From an optimization exercise on the open Yosys and OpenROAD flow, aimed at small area, a short achievable clock period and few clock cycles; shortcuts taken in it are not production practice. Where RTL was checked, it was by simulation tests only, not by an equivalence proof against the original. No driver is modelled on the clock port, so clock power and skew are understated where the tree is cut down; a real chip needs a root buffer or a tree.

Design HT_TOP, start of the top module:
module HT_TOP(
    input clk,
    input rst_n,
    input in_valid,
    input [2:0] in_weight,
    input out_mode,
    output reg out_valid,
    output reg out_code
);
Size: roughly 1400 cells after synthesis, ~140 flip-flops, ~0.0092 mm2 of cells after synthesis.
Settings: LEC_CHECK=0, ABC_AREA=1, CAP_MARGIN=20, CORE_MARGIN=2, CORE_UTILIZATION=40, SETUP_SLACK_MARGIN=4.0, SLEW_MARGIN=20; clock period 6.0 ns.
standard.sh (not shown) runs the stock make flow with config.mk's settings and CLKGATE_MAP_FILE= SYNTH_SCRIPT=/design/flow/synth_recipe.tcl, a recipe that flattens the netlist after the stock synthesis.
==> flow/flow/run.sh <==
#!/bin/bash
# Own flow: the standard layout, with a hook after CTS that replaces the
# clock tree by four clkbuf_16 fed by the clock port (flow/reclk.tcl).
set -euo pipefail
W=$(pwd)
export FLOW_FLOW_DIR="$W/flow"
export POST_CTS_TCL="$W/flow/post_cts.tcl"
bash standard.sh finish > "$W/standard_flow.log" 2>&1
Other scripts of this flow, unchanged in this note and not shown: flow/flow/post_cts.tcl, flow/flow/reclk.tcl
Testbench counts at the start, summed over its fixed seeds: cycles 17,157.
Next try:
--- a/flow/design.v
+++ b/flow/design.v
@@ -124,51 +124,54 @@
 assign mx[8] = 5'd0;  assign mx[9] = 5'd0;
 wire [3:0] s_in_a = add3(Y[2:0], w[1][2:0]);
 wire [3:0] s_in_b = add3(w[1][2:0], w[2][2:0]);
 wire [5:0] s_m_a = add6(Y, w[2]);
 wire [5:0] s_m_b = add6(w[2], w[3]);
 wire [5:0] s_next = in_phase ? (st[2] ? {2'd0, s_in_a} : {2'd0, s_in_b})
                              : (c[3] ? s_m_a : s_m_b);
 wire [7:0] selA, selB;
-wire [10:0] dA [0:7];
-wire [10:0] dB [0:7];
 wire [10:0] dN = {nm, nw};
 generate
     for (g = 0; g < 8; g = g + 1) begin : upd
         assign selA[g] = in_phase ? st[g] : (g > 0 ? c[g+1] : 1'b0);
         assign selB[g] = in_phase ? st[g+1] : c[g+2];
-        assign dA[g] = in_phase ? {mx[g], wx[g]} : {mx[g+1], wx[g+1]};
-        assign dB[g] = in_phase ? {mx[g+1], wx[g+1]} : {mx[g+2], wx[g+2]};
-        wire [10:0] nxt = ({11{selA[g]}} & dA[g]) | ({11{~selA[g] & selB[g]}} & dN)
-                        | ({11{~selB[g]}} & dB[g]);
+        wire s0 = in_phase & selA[g];
+        wire s1 = in_phase ? ~selB[g] : selA[g];
+        wire s2 = ~in_phase & ~selB[g];
+        wire sn = ~selA[g] & selB[g];
+        wire [10:0] nxt = ({11{s0}} & {mx[g], wx[g]}) | ({11{s1}} & {mx[g+1], wx[g+1]})
+                        | ({11{s2}} & {mx[g+2], wx[g+2]}) | ({11{sn}} & dN);
         always @(posedge clk) begin
             w[g] <= nxt[5:0];
             m[g] <= nxt[10:6];
         end
     end
 endgenerate
 always @(posedge clk)
     Y <= ip_next ? {3'd0, in_weight} : s_next;
 wire fuse = (phase == MERGE) && (cnt == 3'd5);
 wire ip_next = !((phase == IN && cnt == 3'd7) || (phase == MERGE && !fuse));
 integer j;
-always @(posedge clk) begin
-    for (j = 0; j < 5; j = j + 1) begin
-        if (phase == IDLE || phase == IN)
-            cr[j] <= 7'd1;
-        else if (phase == MERGE) begin
-            if (m[0][j] | m[1][j])
-                cr[j] <= {cr[j][5:0], m[0][j]};
-            if (fuse)
-                rootbit[j] <= ~((m[0][j] | m[1][j]) ^ c[2]);
-        end else if (coh[j] && !rb)
-            cr[j] <= {1'b0, cr[j][6:1]};
-    end
-end
+always @(posedge clk)
+    for (j = 0; j < 5; j = j + 1)
+        if (fuse)
+            rootbit[j] <= ~((m[0][j] | m[1][j]) ^ c[2]);
+wire clr = (phase == IDLE || phase == IN);
+generate
+    for (g = 0; g < 5; g = g + 1) begin : stk
+        wire push = (phase == MERGE) && (m[0][g] | m[1][g]);
+        wire pop = (phase == OUT) && coh[g] && !rb;
+        wire keep = !clr && !push && !pop;
+        wire [6:0] nxt = ({7{clr}} & 7'd1) | ({7{push}} & {cr[g][5:0], m[0][g]})
+                       | ({7{pop}} & {1'b0, cr[g][6:1]}) | ({7{keep}} & cr[g]);
+        always @(posedge clk)
+            cr[g] <= nxt;
+    end
+endgenerate
 reg [4:0] emp, lst, top;
 always @(*) begin
     for (j = 0; j < 5; j = j + 1) begin
         emp[j] = (cr[j] == 7'd1);
         lst[j] = (cr[j][6:1] == 6'd1);
         top[j] = cr[j][0];
     end
 end
The changed run passed the timing, design-rule and antenna checks.
Hold slack gets worse by 0.0081 ns.
Routed wire length rose by 0.82%.
Area after synthesis fell by 3.0%.
Worst setup slack gets worse by 0.025 ns.
Synthesized cell count fell by 7.7%.
Final area fell by 2.2%.
Die area fell by 2.9%.
The RTL of the second run of this note was laid out without a check of its function. No run of this note takes its clock network from TritonCTS; it comes from the design's own scripts or RTL.

========
The RTL this note starts from:
==> flow/design.v <==
module HT_TOP(
    input clk,
    input rst_n,
    input in_valid,
    input [2:0] in_weight,
    input out_mode,
    output reg out_valid,
    output reg out_code
);
function [3:0] add3(input [2:0] a, input [2:0] b);
    reg [2:0] g, p; reg [3:0] c;
    begin
        g = a & b; p = a ^ b;
        c[0] = 1'b0;
        c[1] = g[0];
        c[2] = g[1] | (p[1] & g[0]);
        c[3] = g[2] | (p[2] & g[1]) | (p[2] & p[1] & g[0]);
        add3 = {c[3], p ^ c[2:0]};
    end
endfunction
function [5:0] add6(input [5:0] a, input [5:0] b);
    reg [5:0] g, p, c;
    begin
        g = a & b; p = a ^ b;
        c[0] = 1'b0;
        c[1] = g[0];
        c[2] = g[1] | (p[1] & g[0]);
        c[3] = g[2] | (p[2] & g[1]) | (p[2] & p[1] & g[0]);
        c[4] = g[3] | (p[3] & g[2]) | (p[3] & p[2] & g[1]) | (p[3] & p[2] & p[1] & g[0]);
        c[5] = g[4] | (p[4] & g[3]) | (p[4] & p[3] & g[2]) | (p[4] & p[3] & p[2] & g[1])
             | (p[4] & p[3] & p[2] & p[1] & g[0]);
        add6 = p ^ c;
    end
endfunction
function ge3(input [2:0] a, input [2:0] b);
    reg [2:0] gt, lt;
    begin
        gt = a & ~b; lt = ~a & b;
        ge3 = ~(lt[2] | (~gt[2] & (lt[1] | (~gt[1] & lt[0]))));
    end
endfunction
function ge6(input [5:0] a, input [5:0] b);
    reg [5:0] gt, lt;
    reg l54, g54, l32, g32, l10;
    begin
        gt = a & ~b; lt = ~a & b;
        l54 = lt[5] | (~gt[5] & lt[4]);
        g54 = gt[5] | (~lt[5] & gt[4]);
        l32 = lt[3] | (~gt[3] & lt[2]);
        g32 = gt[3] | (~lt[3] & gt[2]);
        l10 = lt[1] | (~gt[1] & lt[0]);
        ge6 = ~(l54 | (~g54 & (l32 | (~g32 & l10))));
    end
endfunction
reg       iv;               
always @(posedge clk or negedge rst_n) begin
    if (!rst_n)
        iv <= 1'b0;
    else
        iv <= in_valid;
end
always @(posedge clk) begin
end
localparam IDLE = 2'd0, IN = 2'd1, MERGE = 2'd2, OUT = 2'd3;
reg [1:0] phase;
reg [2:0] cnt;             
reg [4:0] coh;             
reg [5:0] w [0:7];
reg [4:0] m [0:7];
reg [5:0] Y;               
reg [6:0] cr [0:4];        
reg [4:0] rootbit;         
reg       rb;              
reg merging;                
wire in_phase = !merging;
wire [2:0] k = cnt;         
wire md = mode;
reg [4:0] leaf_m;
always @(*) begin
    leaf_m = 5'd0;
    if (!md) begin
        case (k)
            3'd4: leaf_m = 5'b00001;
            3'd5: leaf_m = 5'b00010;
            3'd6: leaf_m = 5'b00100;
            3'd7: leaf_m = 5'b01000;
            3'd3: leaf_m = 5'b10000;
            default: leaf_m = 5'd0;
        endcase
    end else begin
        case (k)
            3'd4: leaf_m = 5'b00001;
            3'd2: leaf_m = 5'b00010;
            3'd5: leaf_m = 5'b00100;
            3'd0: leaf_m = 5'b01000;
            3'd1: leaf_m = 5'b10000;
            default: leaf_m = 5'd0;
        endcase
    end
end
wire [7:0] valid = {|k, k[2] | k[1], k[2] | (k[1] & k[0]), k[2],
                    k[2] & (k[1] | k[0]), k[2] & k[1], &k, 1'b0};
wire [9:0] st, c;
genvar g;
generate
    for (g = 0; g < 8; g = g + 1) begin : cmp
        assign c[g]  = ge6(w[g], Y);
        assign st[g] = valid[g] && c[g];
    end
endgenerate
assign st[9:8] = 2'b11;
assign c[9:8]  = 2'b11;
wire [5:0] nw = Y;
wire [4:0] nm = in_phase ? leaf_m : (m[0] | m[1]);
wire [5:0] wx [0:9];
wire [4:0] mx [0:9];
generate
    for (g = 0; g < 8; g = g + 1) begin : ext
        assign wx[g] = w[g];
        assign mx[g] = m[g];
    end
endgenerate
assign wx[8] = 6'h3f; assign wx[9] = 6'h3f;
assign mx[8] = 5'd0;  assign mx[9] = 5'd0;
wire [3:0] s_in_a = add3(Y[2:0], w[1][2:0]);
wire [3:0] s_in_b = add3(w[1][2:0], w[2][2:0]);
wire [5:0] s_m_a = add6(Y, w[2]);
wire [5:0] s_m_b = add6(w[2], w[3]);
wire [5:0] s_next = in_phase ? (st[2] ? {2'd0, s_in_a} : {2'd0, s_in_b})
                             : (c[3] ? s_m_a : s_m_b);
wire [7:0] selA, selB;
wire [10:0] dA [0:7];
wire [10:0] dB [0:7];
wire [10:0] dN = {nm, nw};
generate
    for (g = 0; g < 8; g = g + 1) begin : upd
        assign selA[g] = in_phase ? st[g] : (g > 0 ? c[g+1] : 1'b0);
        assign selB[g] = in_phase ? st[g+1] : c[g+2];
        assign dA[g] = in_phase ? {mx[g], wx[g]} : {mx[g+1], wx[g+1]};
        assign dB[g] = in_phase ? {mx[g+1], wx[g+1]} : {mx[g+2], wx[g+2]};
        wire [10:0] nxt = ({11{selA[g]}} & dA[g]) | ({11{~selA[g] & selB[g]}} & dN)
                        | ({11{~selB[g]}} & dB[g]);
        always @(posedge clk) begin
            w[g] <= nxt[5:0];
            m[g] <= nxt[10:6];
        end
    end
endgenerate
always @(posedge clk)
    Y <= ip_next ? {3'd0, in_weight} : s_next;
wire fuse = (phase == MERGE) && (cnt == 3'd5);
wire ip_next = !((phase == IN && cnt == 3'd7) || (phase == MERGE && !fuse));
integer j;
always @(posedge clk) begin
    for (j = 0; j < 5; j = j + 1) begin
        if (phase == IDLE || phase == IN)
            cr[j] <= 7'd1;
        else if (phase == MERGE) begin
            if (m[0][j] | m[1][j])
                cr[j] <= {cr[j][5:0], m[0][j]};
            if (fuse)
                rootbit[j] <= ~((m[0][j] | m[1][j]) ^ c[2]);
        end else if (coh[j] && !rb)
            cr[j] <= {1'b0, cr[j][6:1]};
    end
end
reg [4:0] emp, lst, top;
always @(*) begin
    for (j = 0; j < 5; j = j + 1) begin
        emp[j] = (cr[j] == 7'd1);
        lst[j] = (cr[j][6:1] == 6'd1);
        top[j] = cr[j][0];
    end
end
wire cempty = |(coh & emp);
wire last = |(coh & lst);
wire adv = rb ? cempty : last;       
wire empty0 = (cr[0] == 7'd1) && !(m[0][0] | m[1][0]);
always @(posedge clk or negedge rst_n) begin
    if (!rst_n) begin
        phase <= IDLE;
        out_valid <= 1'b0;
        out_code <= 1'b0;
    end else begin
        case (phase)
            IDLE: begin
                out_valid <= 1'b0;
                if (iv) phase <= IN;
            end
            IN: begin
                if (cnt == 3'd7) phase <= MERGE;
            end
            MERGE: begin
                if (fuse) begin
                    phase <= OUT;
                    out_valid <= 1'b1;
                    out_code <= ~((m[0][0] | m[1][0]) ^ c[2]);
                end
            end
            OUT: begin
                out_code <= |(coh & (rb ? rootbit : top));
                if (adv && coh[4]) phase <= IDLE;
            end
        endcase
    end
end
always @(posedge clk or negedge rst_n) begin
    if (!rst_n)
        merging <= 1'b0;
    else
        merging <= !ip_next;
end
always @(posedge clk or negedge rst_n) begin
    if (!rst_n)
        cnt <= 3'd0;
    else if ((phase == IDLE && iv) || phase == IN || (phase == MERGE && !fuse))
        cnt <= cnt + 3'd1;
    else if (fuse)
        cnt <= 3'd0;
end
reg mode;
always @(posedge clk)
    if (in_valid && !iv)
        mode <= out_mode;
always @(posedge clk) begin
    case (phase)
        MERGE: begin
            coh <= empty0 ? 5'b00010 : 5'b00001;
            rb <= empty0;
        end
        OUT: begin
            if (adv) begin
                coh <= {coh[3:0], 1'b0};
                rb <= 1'b1;
            end else
                rb <= 1'b0;
        end
    endcase
end
endmodule
Settings: LEC_CHECK=0, ABC_AREA=1, CAP_MARGIN=20, CORE_MARGIN=2, CORE_UTILIZATION=40, SETUP_SLACK_MARGIN=3.9, SLEW_MARGIN=20; clock period 6.0 ns.
Scripts as last shown in full above: flow/flow/run.sh
Other scripts of this flow, unchanged in this note and not shown: flow/flow/post_cts.tcl, flow/flow/reclk.tcl
Testbench counts at the start, summed over its fixed seeds: cycles 17,157.
Edit:
--- a/flow/design.v
+++ b/flow/design.v
@@ -40,17 +40,12 @@
     end
 endfunction
 function ge6(input [5:0] a, input [5:0] b);
     reg [5:0] gt, lt;
-    reg l54, g54, l32, g32, l10;
     begin
         gt = a & ~b; lt = ~a & b;
-        l54 = lt[5] | (~gt[5] & lt[4]);
-        g54 = gt[5] | (~lt[5] & gt[4]);
-        l32 = lt[3] | (~gt[3] & lt[2]);
-        g32 = gt[3] | (~lt[3] & gt[2]);
-        l10 = lt[1] | (~gt[1] & lt[0]);
-        ge6 = ~(l54 | (~g54 & (l32 | (~g32 & l10))));
+        ge6 = ~(lt[5] | (~gt[5] & (lt[4] | (~gt[4] & (lt[3] | (~gt[3] &
+              (lt[2] | (~gt[2] & (lt[1] | (~gt[1] & lt[0]))))))))));
     end
 endfunction
 reg       iv;               
 always @(posedge clk or negedge rst_n) begin
@@ -70,10 +65,9 @@
 reg [5:0] Y;               
 reg [6:0] cr [0:4];        
 reg [4:0] rootbit;         
 reg       rb;              
-reg merging;                
-wire in_phase = !merging;
+reg in_phase;               
 wire [2:0] k = cnt;         
 wire md = mode;
 reg [4:0] leaf_m;
 always @(*) begin
@@ -205,11 +199,11 @@
     end
 end
 always @(posedge clk or negedge rst_n) begin
     if (!rst_n)
-        merging <= 1'b0;
+        in_phase <= 1'b1;
     else
-        merging <= !ip_next;
+        in_phase <= ip_next;
 end
 always @(posedge clk or negedge rst_n) begin
     if (!rst_n)
         cnt <= 3'd0;
Die area fell by 1.4%.
Hold slack barely changes.
Worst setup slack gets worse by 80 ps.
Wire length rose by 2.5%.
Final cell count fell by 3.9%.
Clock skew barely changes.
No functional check of the RTL was part of the second run of this note. No run of this note takes its clock network from TritonCTS; it comes from the design's own scripts or RTL.

========
// HT_TOP: RTL as listed in full above, without the edits since
clock: 6.0 ns
lec_check: 0
abc_area: 1
cap_margin: 20
core_margin: 2
core_utilization: 40
setup_slack_margin: 3.9
slew_margin: 20
Scripts as last shown in full above: flow/flow/run.sh
Other scripts of this flow, unchanged in this note and not shown: flow/flow/post_cts.tcl, flow/flow/reclk.tcl
Testbench counts at the start, summed over its fixed seeds: cycles 17,157.
Then changed:
--- a/flow/design.v
+++ b/flow/design.v
@@ -130,6 +130,4 @@
                              : (c[3] ? s_m_a : s_m_b);
 wire [7:0] selA, selB;
-wire [10:0] dA [0:7];
-wire [10:0] dB [0:7];
 wire [10:0] dN = {nm, nw};
 generate
@@ -137,8 +135,10 @@
         assign selA[g] = in_phase ? st[g] : (g > 0 ? c[g+1] : 1'b0);
         assign selB[g] = in_phase ? st[g+1] : c[g+2];
-        assign dA[g] = in_phase ? {mx[g], wx[g]} : {mx[g+1], wx[g+1]};
-        assign dB[g] = in_phase ? {mx[g+1], wx[g+1]} : {mx[g+2], wx[g+2]};
-        wire [10:0] nxt = ({11{selA[g]}} & dA[g]) | ({11{~selA[g] & selB[g]}} & dN)
-                        | ({11{~selB[g]}} & dB[g]);
+        wire s0 = in_phase & selA[g];
+        wire s1 = in_phase ? ~selB[g] : selA[g];
+        wire s2 = ~in_phase & ~selB[g];
+        wire sn = ~selA[g] & selB[g];
+        wire [10:0] nxt = ({11{s0}} & {mx[g], wx[g]}) | ({11{s1}} & {mx[g+1], wx[g+1]})
+                        | ({11{s2}} & {mx[g+2], wx[g+2]}) | ({11{sn}} & dN);
         always @(posedge clk) begin
             w[g] <= nxt[5:0];
@@ -152,17 +152,20 @@
 wire ip_next = !((phase == IN && cnt == 3'd7) || (phase == MERGE && !fuse));
 integer j;
-always @(posedge clk) begin
-    for (j = 0; j < 5; j = j + 1) begin
-        if (phase == IDLE || phase == IN)
-            cr[j] <= 7'd1;
-        else if (phase == MERGE) begin
-            if (m[0][j] | m[1][j])
-                cr[j] <= {cr[j][5:0], m[0][j]};
-            if (fuse)
-                rootbit[j] <= ~((m[0][j] | m[1][j]) ^ c[2]);
-        end else if (coh[j] && !rb)
-            cr[j] <= {1'b0, cr[j][6:1]};
-    end
-end
+always @(posedge clk)
+    for (j = 0; j < 5; j = j + 1)
+        if (fuse)
+            rootbit[j] <= ~((m[0][j] | m[1][j]) ^ c[2]);
+wire clr = (phase == IDLE || phase == IN);
+generate
+    for (g = 0; g < 5; g = g + 1) begin : stk
+        wire push = (phase == MERGE) && (m[0][g] | m[1][g]);
+        wire pop = (phase == OUT) && coh[g] && !rb;
+        wire keep = !clr && !push && !pop;
+        wire [6:0] nxt = ({7{clr}} & 7'd1) | ({7{push}} & {cr[g][5:0], m[0][g]})
+                       | ({7{pop}} & {1'b0, cr[g][6:1]}) | ({7{keep}} & cr[g]);
+        always @(posedge clk)
+            cr[g] <= nxt;
+    end
+endgenerate
 reg [4:0] emp, lst, top;
 always @(*) begin
Outcome:
- hold slack gets worse by 15 ps
- cell count shrinks by 5.5%
- synthesized cell count shrinks by 7.7%
- clock skew stays flat
- via count shrinks by 1.2%
- synthesized area shrinks by 3.0%
- design area shrinks by 0.50%
- global-route usage grows by 1.1 points
- routed wire length grows by 4.4%
- core utilization grows by 1.3 points
- first-iteration DRC count grows by 18%
For the second run of this note, only the layout was checked, not whether the RTL still works. No run of this note takes its clock network from TritonCTS; it comes from the design's own scripts or RTL.

what the ideal ports hide:
How much do the figures lean on ideal ports? The routed layouts below were timed once more, with nothing changed but the port constraints. Step 1, drivers: a clkbuf_16 drives clk and a buf_2 each remaining input, both assumed. Step 2, shift: input delay + t, output delay - t, t = (earliest + latest rising clock arrival at the registers) / 2. This alone moves slack from input paths to output paths. Slacks: ideal ports / drivers / drivers and shift; pairs: ideal ports / drivers.
run	shift t [ns]	setup slack, ns	worst hold slack (ns)	worst setup path after step 2
the first run of note 1	0.326	4.042 / 3.943 / 3.891	0.477 / 0.477 / 0.477	input to register
the second run of note 1	0.322	4.017 / 3.950 / 3.891	0.469 / 0.469 / 0.469	input to register
the first run of note 2	0.370	3.980 / 3.897 / 3.880	0.482 / 0.482 / 0.482	input to register
the second run of note 2	0.370	3.900 / 3.900 / 3.886	0.480 / 0.480 / 0.480	input to register
the first run of note 3	0.325	3.984 / 3.942 / 3.880	0.482 / 0.482 / 0.482	input to register
the second run of note 3	0.324	4.005 / 3.933 / 3.894	0.467 / 0.467 / 0.467	input to register
After both steps every run listed still meets setup and hold. The setup slack of the first run of note 1, which loses most, moves by -0.099 ns with the drivers and by -0.151 ns with both steps.
